Background: an optimization exercise with open tools, aiming at small area and a short achievable clock period. Do not read the settings as production practice. RTL that was checked went through simulation tests only; none was proved equivalent to the original. Power is estimated from default activity; no workload was simulated.

==> flow/design.v (excerpt) <==
module axis_Gauss_1x5 (
  input  logic       s_axis_aclk,
  input  logic       s_axis_arstn,
  input  logic [7:0] s_axis_tdata,
  input  logic       s_axis_tvalid,
  input  logic       s_axis_tlast,
  output logic [7:0] m_axis_tdata,
  output logic       m_axis_tvalid,
  output logic       m_axis_tlast
);
logic [7:0]  d1, d2, d3, d4;
logic        v1, v2, l1, l2;
logic [13:0] cnt;
logic [9:0] b;
always_ff @(posedge s_axis_aclk) begin
  d1 <= s_axis_tdata;
  d2 <= d1;
  d3 <= d2;
  d4 <= d3;
  v1 <= s_axis_tvalid;
  v2 <= v1;
  l1 <= s_axis_tlast;
  l2 <= l1;
  b <= bnext;
end
wire [14:0] cc;
wire [13:0] cs;
wire cc_lo;
assign cc[0] = s_axis_tvalid;
gha cnt_ha0 (.a(cnt[0]), .b(cc[0]), .s(cs[0]), .co(cc[1]));
gha cnt_ha1 (.a(cnt[1]), .b(cc[1]), .s(cs[1]), .co(cc[2]));
gha cnt_ha2 (.a(cnt[2]), .b(cc[2]), .s(cs[2]), .co(cc[3]));
gha cnt_ha3 (.a(cnt[3]), .b(cc[3]), .s(cs[3]), .co(cc[4]));
gha cnt_ha4 (.a(cnt[4]), .b(cc[4]), .s(cs[4]), .co(cc[5]));
gha cnt_ha5 (.a(cnt[5]), .b(cc[5]), .s(cs[5]), .co(cc[6]));
gha cnt_ha6 (.a(cnt[6]), .b(cc[6]), .s(cs[6]), .co(cc_lo));
gha cnt_ha7 (.a(cnt[7]), .b(cc[7]), .s(cs[7]), .co(cc[8]));
gha cnt_ha8 (.a(cnt[8]), .b(cc[8]), .s(cs[8]), .co(cc[9]));
gha cnt_ha9 (.a(cnt[9]), .b(cc[9]), .s(cs[9]), .co(cc[10]));
gha cnt_ha10 (.a(cnt[10]), .b(cc[10]), .s(cs[10]), .co(cc[11]));
gha cnt_ha11 (.a(cnt[11]), .b(cc[11]), .s(cs[11]), .co(cc[12]));
gha cnt_ha12 (.a(cnt[12]), .b(cc[12]), .s(cs[12]), .co(cc[13]));
gha cnt_ha13 (.a(cnt[13]), .b(cc[13]), .s(cs[13]), .co(cc[14]));
assign cc[7] = s_axis_tvalid & (&cnt[6:0]);
always_ff @(posedge s_axis_aclk) begin
  if (!s_axis_arstn || s_axis_tlast)
    cnt <= '0;
  else
    cnt <= cs;
end
wire edge_pt = (cnt[13:1] == 13'd1);
wire [7:0] x0 = s_axis_tdata;
wire h1_s, h1_c;
  ...
Size: ~330 cells after synthesis, about 81 flip-flops, ~22 I/O pins, roughly 0.0043 mm2 of cells after synthesis.
==> flow/config.mk <==
export PLATFORM = sky130hd
export DESIGN_NAME = axis_Gauss_1x5
export DESIGN_NICKNAME = axis_Gauss_1x5
export VERILOG_FILES = /design/flow/design.v
export SDC_FILE = /design/flow/constraint.sdc
export NUM_CORES = 4
export LEC_CHECK = 0
export CAP_MARGIN = 20
export CORE_MARGIN = 2
export CORE_UTILIZATION = 40
export SETUP_SLACK_MARGIN = 4.75
export SLEW_MARGIN = 20
export SYNTH_HIERARCHICAL = 1
export SYNTH_MINIMUM_KEEP_SIZE = 0
==> flow/constraint.sdc <==
create_clock -name core_clock -period 8.0 [get_ports {s_axis_aclk}]
set_input_delay 1.6000 -clock core_clock [delete_from_list [all_inputs] [get_ports {s_axis_aclk}]]
set_output_delay 1.6000 -clock core_clock [all_outputs]
set_load 0.01 [all_outputs]
standard.sh (not shown) runs the stock make flow with config.mk's settings and CLKGATE_MAP_FILE= SYNTH_SCRIPT=/design/flow/synth_recipe.tcl, a recipe that flattens the netlist after the stock synthesis.
==> flow/flow/run.sh <==
#!/bin/bash
# Layout flow: the standard flow, with plain buffers on the ports and a clock
# tree of small buffers without dummy loads.
export BUFFER_PORTS_ARGS="-buffer_cell sky130_fd_sc_hd__buf_2"
export CTS_ARGS="-sink_clustering_enable -repair_clock_nets -dont_use_dummy_load -buf_list \"sky130_fd_sc_hd__clkbuf_4 sky130_fd_sc_hd__clkbuf_8\""
bash standard.sh > standard.log 2>&1
==> next run, changes <==
Settings changed: SETUP_SLACK_MARGIN 4.75 to 4.6.
Critical path depth fell by 1.
Flip-flop and latch count does not change.
Routed wire length fell by 1.3%.
Clock skew rose by 0.020 ns.
==> next run, changes <==
Settings changed: SETUP_SLACK_MARGIN 4.6 to 4.3.
=> Critical path depth went up by 1; cell area shrinks by about 2%; utilization drops by 0.97 points; setup slack degrades by 0.20 ns; power is lower by 2.2%; hold slack improves by 0.017 ns; via count came out higher by about 0.5%; non-clock buffer count decreases by 2; routed wire length stays flat.


alpha:
axis_Gauss_1x5, a different RTL version from the one above (not shown whole).
Size: ~340 cells after synthesis, about 22 I/O pins, ~4300 um^2 of cells after synthesis.
Settings: LEC_CHECK=0, CAP_MARGIN=20, CORE_MARGIN=2, CORE_UTILIZATION=40, PLACE_DENSITY=0.8, SETUP_SLACK_MARGIN=4.6, SLEW_MARGIN=20, SYNTH_HIERARCHICAL=1, SYNTH_MINIMUM_KEEP_SIZE=0; clock period 8.0 ns.
Scripts as last shown in full above: flow/flow/run.sh
### alpha -> beta
# alpha
export LEC_CHECK = 0
export CAP_MARGIN = 20
export CORE_MARGIN = 2
export CORE_UTILIZATION = 40
export PLACE_DENSITY = 0.8
export SETUP_SLACK_MARGIN = 4.6
export SLEW_MARGIN = 20
export SYNTH_HIERARCHICAL = 1
export SYNTH_MINIMUM_KEEP_SIZE = 0
create_clock -name core_clock -period 8.0 [get_ports {s_axis_aclk}]
# beta
export LEC_CHECK = 0
export CAP_MARGIN = 20
export CORE_MARGIN = 2
export CORE_UTILIZATION = 40
export SETUP_SLACK_MARGIN = 4.5
export SLEW_MARGIN = 20
export SYNTH_HIERARCHICAL = 1
export SYNTH_MINIMUM_KEEP_SIZE = 0
create_clock -name core_clock -period 8.0 [get_ports {s_axis_aclk}]
Findings:
- Timing, DRC, antenna: 0 failures across beta and alpha
- beta has less setup slack than alpha.
- Going from alpha to beta, total routing resource utilization after global routing increased 0.20 points, number of clock buffer instances in the layout essentially unchanged, proportion of power drawn by the clock network increased 0.4 points.
- Comparing beta with alpha, the area fraction of clock buffers and clock inverters came out essentially unchanged.


Another version of the RTL of axis_Gauss_1x5 (not shown whole).
For scale: roughly 86 flip-flops, roughly 22 I/O pins.
## axis_Gauss_1x5
module axis_Gauss_1x5 (
  input  logic       s_axis_aclk,
  input  logic       s_axis_arstn,
  input  logic [7:0] s_axis_tdata,
  input  logic       s_axis_tvalid,
  input  logic       s_axis_tlast,
  output logic [7:0] m_axis_tdata,
  output logic       m_axis_tvalid,
  output logic       m_axis_tlast
);
logic [7:0]  d1, d2, d3;
logic        v1, v2, l1, l2;
logic [13:0] cnt;
logic [9:0] b;
logic [13:0] gg;
always_ff @(posedge s_axis_aclk) begin
  d1 <= s_axis_tdata;
  d2 <= d1;
  d3 <= d2;
  v1 <= s_axis_tvalid;
  v2 <= v1;
  l1 <= s_axis_tlast;
  l2 <= l1;
  b <= bnext;
  gg <= gnext;
end
always_ff @(posedge s_axis_aclk) begin
  if (!s_axis_arstn || s_axis_tlast)
    cnt <= '0;
  else if (s_axis_tvalid)
    cnt <= cnt + 14'd1;
end
wire edge_pt = (cnt[13:1] == 13'd1);
wire [7:0] x0 = s_axis_tdata;
wire h1_s, h1_c;
gha h1 (.a(d1[0]), .b(d2[1]), .s(h1_s), .co(h1_c));
wire f2_s, f2_c;
gfa f2 (.a(d1[1]), .b(d2[2]), .c(h1_c), .s(f2_s), .co(f2_c));
wire f3_s, f3_c;
gfa f3 (.a(d1[2]), .b(d2[3]), .c(f2_c), .s(f3_s), .co(f3_c));
wire f4_s, f4_c;
gfa f4 (.a(d1[3]), .b(d2[4]), .c(x0[4]), .s(f4_s), .co(f4_c));
wire f5_s, f5_c;
gfa f5 (.a(d1[4]), .b(d2[5]), .c(x0[5]), .s(f5_s), .co(f5_c));
wire f6_s, f6_c;
gfa f6 (.a(d1[5]), .b(d2[6]), .c(x0[6]), .s(f6_s), .co(f6_c));
wire f7_s, f7_c;
gfa f7 (.a(d1[6]), .b(d2[7]), .c(x0[7]), .s(f7_s), .co(f7_c));
wire h8_s, h8_c;
gha h8 (.a(d2[0]), .b(x0[0]), .s(h8_s), .co(h8_c));
wire h9_s, h9_c;
gha h9 (.a(h1_s), .b(x0[1]), .s(h9_s), .co(h9_c));
wire h10_s, h10_c;
gha h10 (.a(f2_s), .b(x0[2]), .s(h10_s), .co(h10_c));
wire h11_s, h11_c;
  ...
Settings: LEC_CHECK=0, CAP_MARGIN=20, CORE_MARGIN=2, CORE_UTILIZATION=40, SETUP_SLACK_MARGIN=3, SLEW_MARGIN=20, SYNTH_HIERARCHICAL=1, SYNTH_MINIMUM_KEEP_SIZE=0; clock period 8.0 ns.
Scripts as last shown in full above: flow/flow/run.sh
Then changed:
--- a/flow/config.mk
+++ b/flow/config.mk
@@ -9,5 +9,5 @@
 export CORE_MARGIN = 2
 export CORE_UTILIZATION = 40
-export SETUP_SLACK_MARGIN = 3
+export SETUP_SLACK_MARGIN = 4.3
 export SLEW_MARGIN = 20
 export SYNTH_HIERARCHICAL = 1
Effect: Power is higher by 8.1%; cell count is higher by 0.68%; register-to-register slack is about the same; synthesized area is unchanged; core utilization is higher by 1.5 points; critical path depth stays the same.
No run of this note included a check of the RTL's function; only the layout flow was run.


try-zinc:
Another version of the RTL of axis_Gauss_1x5 (not shown whole).
Size: about 360 cells after synthesis, roughly 80 flip-flops, roughly 22 I/O pins.
==> flow/config.mk <==
export PLATFORM = sky130hd
export DESIGN_NAME = axis_Gauss_1x5
export DESIGN_NICKNAME = axis_Gauss_1x5
export VERILOG_FILES = /design/flow/design.v
export SDC_FILE = /design/flow/constraint.sdc
export NUM_CORES = 4
export LEC_CHECK = 0
export CAP_MARGIN = 20
export CORE_MARGIN = 2
export CORE_UTILIZATION = 40
export SETUP_SLACK_MARGIN = 4.3
export SLEW_MARGIN = 20
export SYNTH_HIERARCHICAL = 1
export SYNTH_MINIMUM_KEEP_SIZE = 0
==> flow/constraint.sdc <==
create_clock -name core_clock -period 8.0 [get_ports {s_axis_aclk}]
set_input_delay 1.6000 -clock core_clock [delete_from_list [all_inputs] [get_ports {s_axis_aclk}]]
set_output_delay 1.6000 -clock core_clock [all_outputs]
set_load 0.01 [all_outputs]
==> flow/flow/run.sh <==
#!/bin/bash
# Layout flow: the standard flow, with plain buffers on the ports and a clock
# tree without dummy loads.
export BUFFER_PORTS_ARGS="-buffer_cell sky130_fd_sc_hd__buf_2"
export CTS_ARGS="-sink_clustering_enable -sink_clustering_size 40 -sink_clustering_levels 1 -repair_clock_nets -dont_use_dummy_load -buf_list sky130_fd_sc_hd__clkbuf_8"
bash standard.sh > standard.log 2>&1
> inputs changed (try-zinc -> try-yarrow)
Settings: SETUP_SLACK_MARGIN now 4.2, was 4.3.
==> flow/flow/run.sh <==
#!/bin/bash
# Layout flow: the standard flow, with plain buffers on the ports and a clock
# tree of small buffers without dummy loads.
export BUFFER_PORTS_ARGS="-buffer_cell sky130_fd_sc_hd__buf_2"
export CTS_ARGS="-sink_clustering_enable -repair_clock_nets -dont_use_dummy_load -buf_list \"sky130_fd_sc_hd__clkbuf_4 sky130_fd_sc_hd__clkbuf_8\""
bash standard.sh > standard.log 2>&1
Findings:
- Clock network area share delta (try-yarrow -> try-zinc): insignificant
- Compared with try-zinc, try-yarrow shows actual transition at the worst max-transition pin higher by 0.019 ns.
- Taking try-zinc as the reference, in try-yarrow non-clock buffer count stayed essentially flat, post-route clock period utilization has increased.
- The standby leakage power was comparable across try-yarrow and try-zinc.
- For the worst setup slack, try-yarrow came in 0.079 ns lower than try-zinc did.
- Later-pin clock latency in the skew report of try-zinc is on par with try-yarrow.
- Between try-zinc and try-yarrow, the tightest hold margin does not differ in any meaningful way.
- [compare] base=try-zinc new=try-yarrow: setup slack of the worst register-to-register path down 0.12 ns, met2 routing resource usage after global routing up 0.62 points, final critical-path required period went up 0.079 ns.
Here is what was changed in the inputs of try-lagoon compared with try-yarrow.
Settings: a change of SETUP_SLACK_MARGIN from 4.2 to 4.75.
Notes after the runs:
- try-yarrow closes out successfully: all stages finished, all timing, DRC and antenna checks passed.
- try-lagoon: PASS, flow complete, no timing, DRC or antenna violations
- Comparing try-yarrow with try-lagoon, the worst hold slack came out essentially unchanged.
- try-lagoon vs. try-yarrow: portion of the layout cell area used by non-clock buffers went up by 1.8 points.
- Synthesized area per cell came out exactly the same in try-lagoon and try-yarrow.
- Sequential cell count came out exactly the same in try-lagoon and try-yarrow.
Inputs modified between try-lagoon and try-sierra:
Settings: SETUP_SLACK_MARGIN changed from 4.75 to 4.45.
[summary]
try-sierra ended with every stage complete and zero timing, DRC or antenna violations. try-sierra vs. try-lagoon: post-route worst setup slack lower; signed area change from the synthesized netlist to the final layout fell by 6.1 points; routed wire length decreased by 7.0% relative to the old numbers; minimum hold slack ~0 delta. Per the comparison of try-sierra with try-lagoon, share of the clock period used by the worst path shows an increase of 0.22 points, total number of nets in the final design shows a reduction of 6.


RTL: one of the versions met above, not the one the previous note started from.
For scale: ~330 cells after synthesis, about 81 flip-flops.
Settings: LEC_CHECK=0, CAP_MARGIN=20, CORE_MARGIN=2, CORE_UTILIZATION=30, SETUP_SLACK_MARGIN=4.6, SLEW_MARGIN=20, SYNTH_HIERARCHICAL=1, SYNTH_MINIMUM_KEEP_SIZE=0; clock period 8.0 ns.
==> flow/flow/run.sh <==
#!/bin/bash
# Layout flow: the standard flow, with plain buffers on the ports and a clock
# tree of small buffers without dummy loads.
export BUFFER_PORTS_ARGS="-buffer_cell sky130_fd_sc_hd__buf_2"
export CTS_ARGS="-sink_clustering_enable -repair_clock_nets -dont_use_dummy_load -buf_list \"sky130_fd_sc_hd__clkbuf_4 sky130_fd_sc_hd__clkbuf_8\""
bash standard.sh > standard.log 2>&1
Next try:
--- a/flow/config.mk
+++ b/flow/config.mk
@@ -9,3 +9,3 @@
 export CORE_MARGIN = 2
-export CORE_UTILIZATION = 30
+export CORE_UTILIZATION = 50
 export SETUP_SLACK_MARGIN = 4.6
- final area decreases by 2.1%
- clock skew stays flat
- global-route usage increases by 6.1 points
- worst hold slack hardly moves
- clock-buffer cell count does not change
- routed wire length shrinks by 3.0%
- cell count falls by 14%
- area after synthesis stays the same
- utilization is higher by 22 points
- sequential power stays flat
Next try:
--- a/flow/config.mk
+++ b/flow/config.mk
@@ -9,4 +9,4 @@
 export CORE_MARGIN = 2
-export CORE_UTILIZATION = 50
-export SETUP_SLACK_MARGIN = 4.6
+export CORE_UTILIZATION = 40
+export SETUP_SLACK_MARGIN = 4.9
 export SLEW_MARGIN = 20
- sequential cell count does not change
- critical path depth does not change
- setup slack is better by 0.043 ns
- clock-buffer cell count does not change
- die area climbs by a quarter to a third
- sequential power barely changes
- first-iteration DRC count climbs by well over a third
- global-route usage drops by 1.6 points
Next try:
--- a/flow/config.mk
+++ b/flow/config.mk
@@ -10,3 +10,3 @@
 export CORE_UTILIZATION = 40
-export SETUP_SLACK_MARGIN = 4.9
+export SETUP_SLACK_MARGIN = 4.45
 export SLEW_MARGIN = 20
The new run went through all stages and came out clean.
Global-route usage shrinks by 1.3 points.
Flip-flop and latch count stays the same.
Count of clock-buffer cells in the layout is unchanged.


axis_Gauss_1x5, a different RTL version from the one above (not shown whole).
Size: ~79 flip-flops, ~22 I/O pins.
Settings: LEC_CHECK=0, CAP_MARGIN=20, CORE_MARGIN=2, CORE_UTILIZATION=40, SETUP_SLACK_MARGIN=4.5, SLEW_MARGIN=20, SYNTH_HIERARCHICAL=1, SYNTH_MINIMUM_KEEP_SIZE=0; clock period 8.0 ns.
Scripts as last shown in full above: flow/flow/run.sh
The starting point completed with no timing, DRC or antenna violations.
Edit:
- GPL_TIMING_DRIVEN: default -> 1
- SETUP_SLACK_MARGIN: 4.5 -> 4.3
Effect: Sequential power stays flat; global-route usage stays flat; power drops by 6.3%; final cell count drops by 0.95%; first-iteration DRC count climbs by 110%; area after synthesis does not change; routed wire length drops by 4.2%; die area is unchanged; clock skew climbs by 12 ps; core utilization drops by 1.1 points; clock-buffer cell count stays the same.

[separate check: timing with driven ports]
How much do the figures lean on ideal ports? The routed layouts below were timed once more, with nothing changed but the port constraints.
Step 1, drivers: a clkbuf_16 drives s_axis_aclk and a buf_2 each remaining input, both assumed.
Step 2 also shifts input and output timing later by t, the mid clock arrival at the registers, as if the neighbouring blocks saw the same clock.
Slacks: no drivers / after step 1 / after step 2; pairs: no drivers / after step 1.
run	shift t [ns]	setup WS [ns]	worst register clock-pin slew, ns	worst slew at a driven data input, ns
the first run of note 1	0.384	4.605 / 4.569 / 4.226	0.10 / 0.10	0.06
the second run of note 1	0.372	4.587 / 4.566 / 4.227	0.10 / 0.10	0.04
the third run of note 1	0.381	4.390 / 4.387 / 4.006	0.10 / 0.10	0.04
alpha	0.381	4.556 / 4.524 / 4.263	0.08 / 0.08	0.04
beta	0.382	4.533 / 4.501 / 4.255	0.10 / 0.10	0.04
the first run of note 3	0.378	4.108 / 4.078 / 4.089	0.08 / 0.08	0.03
the second run of note 3	0.381	4.337 / 4.307 / 4.077	0.08 / 0.08	0.03
try-zinc	0.383	4.366 / 4.380 / 3.997	0.10 / 0.10	0.03
try-yarrow	0.384	4.287 / 4.296 / 3.913	0.09 / 0.09	0.03
try-lagoon	0.368	4.457 / 4.440 / 4.072	0.08 / 0.08	0.06
try-sierra	0.376	4.439 / 4.439 / 4.063	0.09 / 0.09	0.04
the first run of note 5	0.387	4.565 / 4.530 / 4.222	0.08 / 0.08	0.04
the second run of note 5	0.354	4.536 / 4.549 / 4.195	0.09 / 0.09	0.04
the third run of note 5	0.373	4.579 / 4.553 / 4.217	0.08 / 0.08	0.06
the fourth run of note 5	0.378	4.543 / 4.513 / 4.196	0.10 / 0.10	0.04
the first run of note 6	0.373	4.339 / 4.307 / 3.981	0.08 / 0.08	0.06
the second run of note 6	0.380	4.367 / 4.334 / 4.013	0.08 / 0.08	0.03
After both steps every run listed still meets setup and hold. For try-lagoon, which loses most, drivers alone change the setup slack by -0.017 ns; drivers and shift together by -0.385 ns.
